This design comes from an exercise in tuning for small area, a short achievable clock period and few clock cycles on the open sky130 flow, not from production work.
At most, simulation tests tie the RTL to the original design; equivalence was not proved.
No driver is modelled on the clock port, so clock power and skew are understated where the tree is cut down; a real chip needs a root buffer or a tree.
Power and IR drop assume default switching activity.

==> inputs of zinc <==
==> flow/design.v <==
module lcd_ctrl(clk, reset, datain, cmd, cmd_valid, dataout, output_valid, busy);
input           clk;
input           reset;
input   [7:0]   datain;
input   [2:0]   cmd;
input           cmd_valid;
output  reg [7:0] dataout;
output  reg     output_valid;
output  reg     busy;
reg  [7:0] p [0:35];     
reg        loading;      
reg  [1:0] wr, wc;       
reg  [3:0] pq;           
reg  [1:0] pm;
reg        qv;           
reg        rd;           
reg  [3:0] rcnt;         
reg  [3:0] rq;           
integer i;
reg [7:0] g0, g1, g2, tap;
always @* begin
  case (rq[1:0])
    2'd0: begin g0 = p[0];  g1 = p[12]; g2 = p[24]; end
    2'd1: begin g0 = p[3];  g1 = p[15]; g2 = p[27]; end
    2'd2: begin g0 = p[6];  g1 = p[18]; g2 = p[30]; end
    default: begin g0 = p[9]; g1 = p[21]; g2 = p[33]; end
  endcase
  tap = rq[3] ? g2 : rq[2] ? g1 : g0;
end
wire       m0  = (pm == 2'd0);
wire       m2  = (pm == 2'd2);
reg [3:0] qm1, qm2, qm3, qp1, qp2;
integer k;
always @* begin
  qm1 = 4'd0; qm2 = 4'd0; qm3 = 4'd0; qp1 = 4'd0; qp2 = 4'd0;
  for (k = 0; k < 12; k = k + 1)
    if (pq == k) begin
      qm1 = (k + 11) % 12; qm2 = (k + 10) % 12; qm3 = (k + 9) % 12;
      qp1 = (k + 1) % 12;  qp2 = (k + 2) % 12;
    end
end
wire [1:0] pm_dec = m0 ? 2'd2 : {1'b0, pm[1]};           
wire [3:0] pq_dec = m0 ? qm1 : pq;
wire [1:0] pm_lf  = {pm[0], ~pm[1] & ~pm[0]};          
wire [3:0] pq_lf  = m2 ? pq : qm1;
wire [3:0] pq_up  = m0 ? qm3 : qm2;
wire [3:0] pq_dn  = m0 ? qp1 : qp2;
wire acc   = cmd_valid & ~busy;
wire s_ld  = acc & (cmd == 3'd1);
wire s_rt  = acc & (cmd == 3'd2) & (wc != 2'd3);
wire s_lf  = acc & (cmd == 3'd3) & (wc != 2'd0);
wire s_up  = acc & cmd[2] & ~cmd[0] & (wr != 2'd0);
wire s_dn  = acc & cmd[2] &  cmd[0] & (wr != 2'd3);
wire s_st  = ~(s_ld | s_rt | s_lf | s_up | s_dn);
wire [3:0] npq = ({4{s_ld}} & 4'd4) | ({4{s_rt}} & pq) | ({4{s_lf}} & pq_lf) |
                 ({4{s_up}} & pq_up) | ({4{s_dn}} & pq_dn) | ({4{s_st}} & pq_dec);
wire [1:0] npm = ({2{s_ld}} & 2'd2) | ({2{s_rt}} & pm) | ({2{s_lf}} & pm_lf) |
                 ({2{s_up | s_dn | s_st}} & pm_dec);
reg [3:0] rq_inc, rcnt_inc;
always @* begin
  rq_inc = 4'd0; rcnt_inc = 4'd0;
  for (k = 0; k < 12; k = k + 1)
    if (rq == k) rq_inc = (k + 1) % 12;
  for (k = 0; k < 8; k = k + 1)
    if (rcnt == k) rcnt_inc = k + 1;
end
wire last    = (rcnt == 4'd8);
wire free    = ~rd | last;
wire start   = qv & free & (pm == 2'd1) & (~loading | (pq == 4'd9));
wire ldend   = (pq == 4'd5) & m0;
reg        nrd;
reg  [3:0] nrcnt, nrq;
always @* begin
  nrd = rd; nrcnt = rcnt; nrq = rq;
  if (reset) begin
    nrd = 1'b0;
    nrcnt = 4'd8;
  end else if (start) begin
    nrd = 1'b1;
    nrcnt = 4'd0;
    nrq = pq;
  end else if (rd & ~last) begin
    nrcnt = rcnt_inc;
    if (rcnt == 4'd2 || rcnt == 4'd5)
      nrq = rq_inc;
  end else begin
    nrd = 1'b0;
  end
end
wire unsafe = nrd & (((nrq == 4'd8)  & (nrcnt < 4'd2)) |
                     ((nrq == 4'd9)  & (nrcnt < 4'd3)) |
                     ((nrq == 4'd10) & ((nrcnt < 4'd2) | (nrcnt == 4'd3) | (nrcnt == 4'd4))));
wire early = qv & ~start & (pm == 2'd2) & (~rd | last | (rcnt == 4'd7)) &
             ~loading & ~((pq == 4'd8) | (pq == 4'd9) | (pq == 4'd10));
wire       nload = ~reset & (s_ld | (loading & ~ldend));
wire       nqv   = ~reset & (acc | (qv & ~start));
always @(posedge clk) begin
  for (i = 0; i < 35; i = i + 1)
    p[i] <= p[i+1];
  p[35] <= loading ? datain : p[0];
  dataout <= tap;
  loading <= nload;
  qv      <= nqv;
  busy    <= nload | (nqv & ~(~acc & early)) | unsafe;
  output_valid <= ~reset & rd;
  pq <= npq;
  pm <= npm;
  if (s_ld) begin
    wr <= 2'd2; wc <= 2'd2;
  end else begin
    if (s_rt) wc <= {wc[1] ^ wc[0], ~wc[0]};
    if (s_lf) wc <= {wc[1] ^ ~wc[0], ~wc[0]};
    if (s_up) wr <= {wr[1] ^ ~wr[0], ~wr[0]};
    if (s_dn) wr <= {wr[1] ^ wr[0], ~wr[0]};
  end
  rd   <= nrd;
  rcnt <= nrcnt;
  rq   <= nrq;
end
endmodule
==> flow/flow/run.sh <==
#!/bin/bash
set -euo pipefail
export CTS_ARGS="-sink_clustering_enable -repair_clock_nets -dont_use_dummy_load -buf_list sky130_fd_sc_hd__clkbuf_16 -sink_clustering_size 30 -sink_clustering_max_diameter 200 -sink_buffer_max_cap_derate 0.12"
export BUFFER_PORTS_ARGS="-buffer_cell sky130_fd_sc_hd__buf_2"
export POST_CTS_TCL="$(pwd)/flow/post_cts.tcl"
bash standard.sh > standard.log 2>&1
==> flow/flow/post_cts.tcl <==
set block [ord::get_db_block]
set clknet [[$block findBTerm clk] getNet]
set roots {}
foreach it [$clknet getITerms] { lappend roots [$it getInst] }
if {[llength $roots] == 1} {
  set root [lindex $roots 0]
  set onet [[$root findITerm X] getNet]
  set loads {}
  foreach it [$onet getITerms] {
    if {[$it getInst] != $root} { lappend loads $it }
  }
  if {[llength $loads] <= 4} {
    puts "post_cts: removing clock root buffer [$root getName], [llength $loads] loads move to the clock port"
    foreach it $loads { $it disconnect; $it connect $clknet }
    odb::dbInst_destroy $root
    odb::dbNet_destroy $onet
    estimate_parasitics -placement
    repair_timing_helper
    detailed_placement
    check_placement -verbose
  }
}
==> flow/standard.sh <==
#!/bin/bash
# synth_recipe.tcl (not shown) runs the flow's synth.tcl, then flattens the netlist and writes it again
# the make line also repeats each setting of config.mk as NAME=value (left out here)
make -C /OpenROAD-flow-scripts/flow DESIGN_CONFIG=/design/flow/config.mk WORK_HOME=/design/flow/orfs CLKGATE_MAP_FILE= SYNTH_SCRIPT=/design/flow/synth_recipe.tcl "${@:-finish}"
==> flow/config.mk <==
export PLATFORM = sky130hd
export DESIGN_NAME = lcd_ctrl
export DESIGN_NICKNAME = lcd_ctrl
export VERILOG_FILES = /design/flow/design.v
export SDC_FILE = /design/flow/constraint.sdc
export NUM_CORES = 4
export LEC_CHECK = 0
export ABC_CLOCK_PERIOD_IN_PS = 2000
export CAP_MARGIN = 20
export CORE_MARGIN = 2
export CORE_UTILIZATION = 40
export SETUP_SLACK_MARGIN = 3.5
export SLEW_MARGIN = 20
==> flow/constraint.sdc <==
create_clock -name core_clock -period 5.5 [get_ports {clk}]
set_input_delay 1.1000 -clock core_clock [delete_from_list [all_inputs] [get_ports {clk}]]
set_output_delay 1.1000 -clock core_clock [all_outputs]
set_load 0.01 [all_outputs]
==> sierra: changes against zinc <==
==> flow/design.v, changed modules only <==
module lcd_ctrl(clk, reset, datain, cmd, cmd_valid, dataout, output_valid, busy);
input           clk;
input           reset;
input   [7:0]   datain;
input   [2:0]   cmd;
input           cmd_valid;
output  reg [7:0] dataout;
output  reg     output_valid;
output  reg     busy;
reg  [7:0] p [0:35];     
reg        loading;      
reg  [1:0] wr, wc;       
reg  [3:0] pq;           
reg  [1:0] pm;
reg        qv;           
reg        rd;           
reg  [3:0] rcnt;         
reg  [3:0] rq;           
reg  [2:0] uc;           
integer i;
reg [7:0] g0, g1, g2, tap;
always @* begin
  case (rq[1:0])
    2'd0: begin g0 = p[0];  g1 = p[12]; g2 = p[24]; end
    2'd1: begin g0 = p[3];  g1 = p[15]; g2 = p[27]; end
    2'd2: begin g0 = p[6];  g1 = p[18]; g2 = p[30]; end
    default: begin g0 = p[9]; g1 = p[21]; g2 = p[33]; end
  endcase
  tap = rq[3] ? g2 : rq[2] ? g1 : g0;
end
wire       m0  = (pm == 2'd0);
wire       m2  = (pm == 2'd2);
wire [3:0] qm1 = (pq == 4'd0) ? 4'd11 : pq - 4'd1;
wire [3:0] qm2 = (pq <  4'd2) ? pq + 4'd10 : pq - 4'd2;
wire [3:0] qm3 = (pq <  4'd3) ? pq + 4'd9  : pq - 4'd3;
wire [3:0] qp1 = (pq == 4'd11) ? 4'd0 : pq + 4'd1;
wire [3:0] qp2 = (pq >= 4'd10) ? pq - 4'd10 : pq + 4'd2;
wire [1:0] pm_dec = m0 ? 2'd2 : pm - 2'd1;
wire [3:0] pq_dec = m0 ? qm1 : pq;
wire [1:0] pm_lf  = m2 ? 2'd0 : pm + 2'd1;
wire [3:0] pq_lf  = m2 ? pq : qm1;
wire [3:0] pq_up  = m0 ? qm3 : qm2;
wire [3:0] pq_dn  = m0 ? qp1 : qp2;
wire acc   = cmd_valid & ~busy;
wire s_ld  = acc & (cmd == 3'd1);
wire s_rt  = acc & (cmd == 3'd2) & (wc != 2'd3);
wire s_lf  = acc & (cmd == 3'd3) & (wc != 2'd0);
wire s_up  = acc & cmd[2] & ~cmd[0] & (wr != 2'd0);
wire s_dn  = acc & cmd[2] &  cmd[0] & (wr != 2'd3);
wire s_st  = ~(s_ld | s_rt | s_lf | s_up | s_dn);
wire [3:0] npq = ({4{s_ld}} & 4'd4) | ({4{s_rt}} & pq) | ({4{s_lf}} & pq_lf) |
                 ({4{s_up}} & pq_up) | ({4{s_dn}} & pq_dn) | ({4{s_st}} & pq_dec);
wire [1:0] npm = ({2{s_ld}} & 2'd2) | ({2{s_rt}} & pm) | ({2{s_lf}} & pm_lf) |
                 ({2{s_up | s_dn | s_st}} & pm_dec);
wire last    = (rcnt == 4'd8);
wire free    = ~rd | last;
wire start   = qv & free & (pm == 2'd1);
wire ldpulse = loading & (((pq == 4'd11) & ~m2) | ((pq == 4'd10) & m2) |
                          ((pq == 4'd9)  & ~m2) | ((pq == 4'd8)  & m2) |
                          ((pq == 4'd7)  & ~m2) | ((pq == 4'd6)  & m2));
wire ldend   = (pq == 4'd5) & m0;
wire       nload = ~reset & (s_ld | (loading & ~ldend));
wire       nqv   = ~reset & ((acc & ~(cmd == 3'd1)) | (qv & ~start));
wire [2:0] nuc   = reset ? 3'd0 :
                   start ? ((pq == 4'd9) ? 3'd5 : (pq == 4'd8 || pq == 4'd10) ? 3'd2 : 3'd0) :
                   (uc != 3'd0) ? uc - 3'd1 : 3'd0;
always @(posedge clk) begin
  for (i = 0; i < 35; i = i + 1)
    p[i] <= p[i+1];
  p[35] <= loading ? datain : p[0];
  dataout <= tap;
  loading <= nload;
  qv      <= nqv;
  uc      <= nuc;
  busy    <= nload | nqv | (nuc != 3'd0);
  output_valid <= ~reset & rd;
  pq <= npq;
  pm <= npm;
  if (s_ld) begin
    wr <= 2'd2; wc <= 2'd2;
  end else begin
    if (s_rt) wc <= wc + 2'd1;
    if (s_lf) wc <= wc - 2'd1;
    if (s_up) wr <= wr - 2'd1;
    if (s_dn) wr <= wr + 2'd1;
  end
  if (reset) begin
    rd <= 1'b0;
    rcnt <= 4'd8;
  end else if (start) begin
    rd <= 1'b1;
    rcnt <= 4'd0;
    rq <= pq;
  end else if (rd & ~last) begin
    rcnt <= rcnt + 4'd1;
    if (rcnt == 4'd2 || rcnt == 4'd5)
      rq <= (rq == 4'd11) ? 4'd0 : rq + 4'd1;
  end else begin
    rd <= ldpulse;
    if (ldpulse) rq <= 4'd11;
  end
end
endmodule
==> flow/run.sh (new file) <==
#!/bin/bash
# synth_recipe.tcl (not shown) runs the flow's synth.tcl, then flattens the netlist and writes it again
# the make line also repeats each setting of config.mk as NAME=value (left out here)
make -C /OpenROAD-flow-scripts/flow DESIGN_CONFIG=/design/flow/config.mk WORK_HOME=/design/flow/orfs CLKGATE_MAP_FILE= SYNTH_SCRIPT=/design/flow/synth_recipe.tcl finish
SETUP_SLACK_MARGIN = 3.7   (was 3.5)
removed: flow/flow/run.sh
removed: flow/flow/post_cts.tcl
removed: flow/standard.sh
==> quartz: changes against zinc <==
==> flow/design.v, changed modules only <==
module lcd_ctrl(clk, reset, datain, cmd, cmd_valid, dataout, output_valid, busy);
input           clk;
input           reset;
input   [7:0]   datain;
input   [2:0]   cmd;
input           cmd_valid;
output  reg [7:0] dataout;
output  reg     output_valid;
output  reg     busy;
reg  [7:0] p [0:35];     
reg        loading;      
reg  [1:0] wr, wc;       
reg  [3:0] pq;           
reg  [1:0] pm;
reg        qv;           
reg  [3:0] rcnt;         
reg  [3:0] rq;           
integer i;
reg [7:0] g0, g1, g2, tap;
always @* begin
  case (rq[1:0])
    2'd0: begin g0 = p[0];  g1 = p[12]; g2 = p[24]; end
    2'd1: begin g0 = p[3];  g1 = p[15]; g2 = p[27]; end
    2'd2: begin g0 = p[6];  g1 = p[18]; g2 = p[30]; end
    default: begin g0 = p[9]; g1 = p[21]; g2 = p[33]; end
  endcase
  tap = rq[3] ? g2 : rq[2] ? g1 : g0;
end
wire       m0  = (pm == 2'd0);
wire       m2  = (pm == 2'd2);
reg [3:0] qm1, qm2, qm3, qp1, qp2;
integer k;
always @* begin
  qm1 = 4'd0; qm2 = 4'd0; qm3 = 4'd0; qp1 = 4'd0; qp2 = 4'd0;
  for (k = 0; k < 12; k = k + 1)
    if (pq == k) begin
      qm1 = (k + 11) % 12; qm2 = (k + 10) % 12; qm3 = (k + 9) % 12;
      qp1 = (k + 1) % 12;  qp2 = (k + 2) % 12;
    end
end
wire [1:0] pm_dec = m0 ? 2'd2 : {1'b0, pm[1]};           
wire [3:0] pq_dec = m0 ? qm1 : pq;
wire [1:0] pm_lf  = {pm[0], ~pm[1] & ~pm[0]};          
wire [3:0] pq_lf  = m2 ? pq : qm1;
wire [3:0] pq_up  = m0 ? qm3 : qm2;
wire [3:0] pq_dn  = m0 ? qp1 : qp2;
wire acc   = cmd_valid;      
wire s_ld  = acc & (cmd == 3'd1);
wire s_rt  = acc & (cmd == 3'd2) & (wc != 2'd3);
wire s_lf  = acc & (cmd == 3'd3) & (wc != 2'd0);
wire s_up  = acc & cmd[2] & ~cmd[0] & (wr != 2'd0);
wire s_dn  = acc & cmd[2] &  cmd[0] & (wr != 2'd3);
wire s_st  = ~(s_ld | s_rt | s_lf | s_up | s_dn);
wire [3:0] npq = ({4{s_ld}} & 4'd4) | ({4{s_rt}} & pq) | ({4{s_lf}} & pq_lf) |
                 ({4{s_up}} & pq_up) | ({4{s_dn}} & pq_dn) | ({4{s_st}} & pq_dec);
wire [1:0] npm = ({2{s_ld}} & 2'd2) | ({2{s_rt}} & pm) | ({2{s_lf}} & pm_lf) |
                 ({2{s_up | s_dn | s_st}} & pm_dec);
reg [3:0] rq_inc, rcnt_inc;
always @* begin
  rq_inc = 4'd0; rcnt_inc = 4'd0;
  for (k = 0; k < 12; k = k + 1)
    if (rq == k) rq_inc = (k + 1) % 12;
  for (k = 0; k < 8; k = k + 1)
    if (rcnt == k) rcnt_inc = k + 1;
end
wire rd      = ~(rcnt[3] & rcnt[0]);
wire last    = rcnt[3] & ~rcnt[0];
wire free    = rcnt[3];
wire start   = qv & free & (pm == 2'd1) & (~loading | (pq == 4'd9));
wire ldend   = (pq == 4'd5) & m0;
reg  [3:0] nrcnt, nrq;
always @* begin
  nrcnt = rcnt; nrq = rq;
  if (reset) begin
    nrcnt = 4'd9;
  end else if (start) begin
    nrcnt = 4'd0;
    nrq = pq;
  end else if (free) begin
    nrcnt = 4'd9;
  end else begin
    nrcnt = rcnt_inc;
    if (rcnt == 4'd2 || rcnt == 4'd5)
      nrq = rq_inc;
  end
end
wire unsafe_st = (pq == 4'd8) | (pq == 4'd9) | (pq == 4'd10);
wire unsafe_rd = (((rq == 4'd8) & (rcnt == 4'd0)) |
                       ((rq == 4'd9) & (rcnt <= 4'd2)) |
                       ((rq == 4'd10) & ((rcnt == 4'd0) | (rcnt == 4'd3))));
wire unsafe = start ? unsafe_st : unsafe_rd;
wire early = qv & (pm == 2'd2) & (free | (~rcnt[3] & rcnt[2] & rcnt[1] & rcnt[0])) &
             ~loading & ~unsafe_st;
wire       nload = ~reset & (s_ld | (loading & ~ldend));
wire       nqv   = ~reset & (acc | (qv & ~start));
always @(posedge clk) begin
  for (i = 0; i < 35; i = i + 1)
    p[i] <= p[i+1];
  p[35] <= loading ? datain : p[0];
  dataout <= tap;
  loading <= nload;
  qv      <= nqv;
  busy    <= ~reset & (acc | (loading & ~ldend) | (qv & ~start & ~early) | unsafe);
  output_valid <= ~reset & rd;
  pq <= npq;
  pm <= npm;
  if (s_ld) begin
    wr <= 2'd2; wc <= 2'd2;
  end else begin
    if (s_rt) wc <= {wc[1] ^ wc[0], ~wc[0]};
    if (s_lf) wc <= {wc[1] ^ ~wc[0], ~wc[0]};
    if (s_up) wr <= {wr[1] ^ ~wr[0], ~wr[0]};
    if (s_dn) wr <= {wr[1] ^ wr[0], ~wr[0]};
  end
  rcnt <= nrcnt;
  rq   <= nrq;
end
endmodule
==> flow/flow/run.sh (replaced) <==
#!/bin/bash
set -euo pipefail
export CTS_ARGS="-sink_clustering_enable -repair_clock_nets -dont_use_dummy_load -buf_list sky130_fd_sc_hd__clkbuf_8 -sink_clustering_size 16 -sink_clustering_max_diameter 200 -sink_buffer_max_cap_derate 0.12"
export BUFFER_PORTS_ARGS="-buffer_cell sky130_fd_sc_hd__buf_2"
export POST_CTS_TCL="$(pwd)/flow/post_cts.tcl"
bash standard.sh > standard.log 2>&1
--- a/flow/flow/post_cts.tcl
+++ b/flow/flow/post_cts.tcl
@@ -16,2 +16,47 @@
     odb::dbNet_destroy $onet
+    set mids {}
+    foreach it [$clknet getITerms] { lappend mids [$it getInst] }
+    set n [llength $mids]
+    foreach mid $mids {
+      if {$n >= 4} break
+      set mnet [[$mid findITerm X] getNet]
+      set sinks {}
+      foreach it [$mnet getITerms] {
+        if {[$it getInst] != $mid} {
+          set bb [[$it getInst] getBBox]
+          lappend sinks [list [expr {[$bb xMin] + [$bb yMin] * 0}] $it]
+        }
+      }
+      if {[llength $sinks] < 4} continue
+      # order the loads by x, and give the half farther from the buffer to a copy
+      set sinks [lsort -integer -index 0 $sinks]
+      set half [expr {[llength $sinks] / 2}]
+      set lo [lrange $sinks 0 [expr {$half - 1}]]
+      set hi [lrange $sinks $half end]
+      set name "[$mid getName]_b"
+      set new [odb::dbInst_create $block [$mid getMaster] $name]
+      set nnet [odb::dbNet_create $block "${name}_net"]
+      $nnet setSigType CLOCK
+      # place the copy at the centre of its loads
+      set sx 0; set sy 0
+      foreach s $hi { set bb [[[lindex $s 1] getInst] getBBox]; incr sx [$bb xMin]; incr sy [$bb yMin] }
+      $new setLocation [expr {$sx / [llength $hi]}] [expr {$sy / [llength $hi]}]
+      $new setPlacementStatus PLACED
+      [$new findITerm A] connect $clknet
+      [$new findITerm X] connect $nnet
+      foreach s $hi { set it [lindex $s 1]; $it disconnect; $it connect $nnet }
+      # move the original to the centre of the loads it keeps
+      set sx 0; set sy 0
+      foreach s $lo { set bb [[[lindex $s 1] getInst] getBBox]; incr sx [$bb xMin]; incr sy [$bb yMin] }
+      $mid setLocation [expr {$sx / [llength $lo]}] [expr {$sy / [llength $lo]}]
+      incr n
+      puts "post_cts: split [$mid getName]: [llength $lo] + [llength $hi] loads"
+    }
+    # the port's loads: strong clock buffers
+    set big [[ord::get_db] findMaster sky130_fd_sc_hd__clkbuf_16]
+    foreach it [$clknet getITerms] {
+      set inst [$it getInst]
+      if {[[$inst getMaster] getName] != "sky130_fd_sc_hd__clkbuf_16"} { $inst swapMaster $big }
+    }
+    detailed_placement
     estimate_parasitics -placement
ABC_AREA = 1   (was not set)
CORE_UTILIZATION = 50   (was 40)
SETUP_SLACK_MARGIN = 3.6   (was 3.5)
==> comparison table <==
Result of the run: zinc timing/DRC/antenna clean; quartz timing/DRC/antenna clean; sierra timing/DRC/antenna clean
Num rows: zinc 53; quartz 46; sierra 54
Post-layout instance count excluding filler cells: zinc 885; quartz 976; sierra 1,046
Final critical-path required period: zinc 2180 ps; quartz 1860 ps; sierra 2090 ps
Worst setup path class: zinc reg2reg; quartz reg2out; sierra reg2out
Adder-Cell Fraction of Synth Area: zinc 0%; quartz 0%; sierra 3.39%
Post-synthesis share of cell area spent on xor and xnor gates: zinc 0.312%; quartz 0%; sierra 0.396%
Crit. End Element: zinc register; quartz primary output; sierra primary output
Portion of the layout cell area used by clock cells: zinc 3.42%; quartz -; sierra 9.96%
Non-clock inverter instance count of the final layout: zinc 10; quartz 42; sierra 21
M2 GR Usage: zinc 19.5%; quartz 28.3%; sierra 23.5%
Final HPWL DP: zinc 7780 um; quartz 8730 um; sierra 9080 um
Proportion of netlist area held by the largest area contributor: zinc 75.9%; quartz 76.7%; sierra 72.0%
Power per Cell Area: zinc 463 mW/mm^2; quartz 447 mW/mm^2; sierra 505 mW/mm^2
Worst IR drop on VDD: zinc 0.299 mV; quartz 0.201 mV; sierra 0.219 mV
Total instance count after detailed placement: zinc 852; quartz 948; sierra 954
Testbench counts of sierra, summed over its fixed seeds: cycles 12,106.
Testbench counts of quartz, summed over its fixed seeds: cycles 12,034.
Only the layout flow was run in zinc; the RTL was not checked for function there.

==> what the ideal ports hide <==
No port has a modelled driver above. Below, the same layouts with a new extraction and two added sets of constraints.
Step 1 sets driving cells, clkbuf_16 on the clock port and buf_2 on the other inputs (assumed; they add their load-dependent delay and slew).
Step 2 times the ports against the registers' clock, not the clock port: input delays grow and output delays shrink by t, the midpoint of the rising clock arrivals with the driver on.
Slacks: ideal / step 1 / step 2; pairs: ideal / step 1.
run | shift t [ns] | slack for setup (ns) | worst setup path after step 2 | latest minus earliest clock arrival (ns) | worst data-port slew with drivers (ns)
zinc | 0.392 | 3.319 / 3.319 / 2.931 | input to register | 0.066 / 0.066 | 0.11
sierra | 0.598 | 3.407 / 3.357 / 3.061 | input to register | 0.032 / 0.032 | 0.10
quartz | 0.384 | 3.637 / 3.553 / 3.326 | input to register | 0.027 / 0.027 | 0.04
After both steps every run listed still meets setup and hold. For zinc, which loses most, drivers alone change the setup slack by 0.000 ns; drivers and shift together by -0.388 ns.
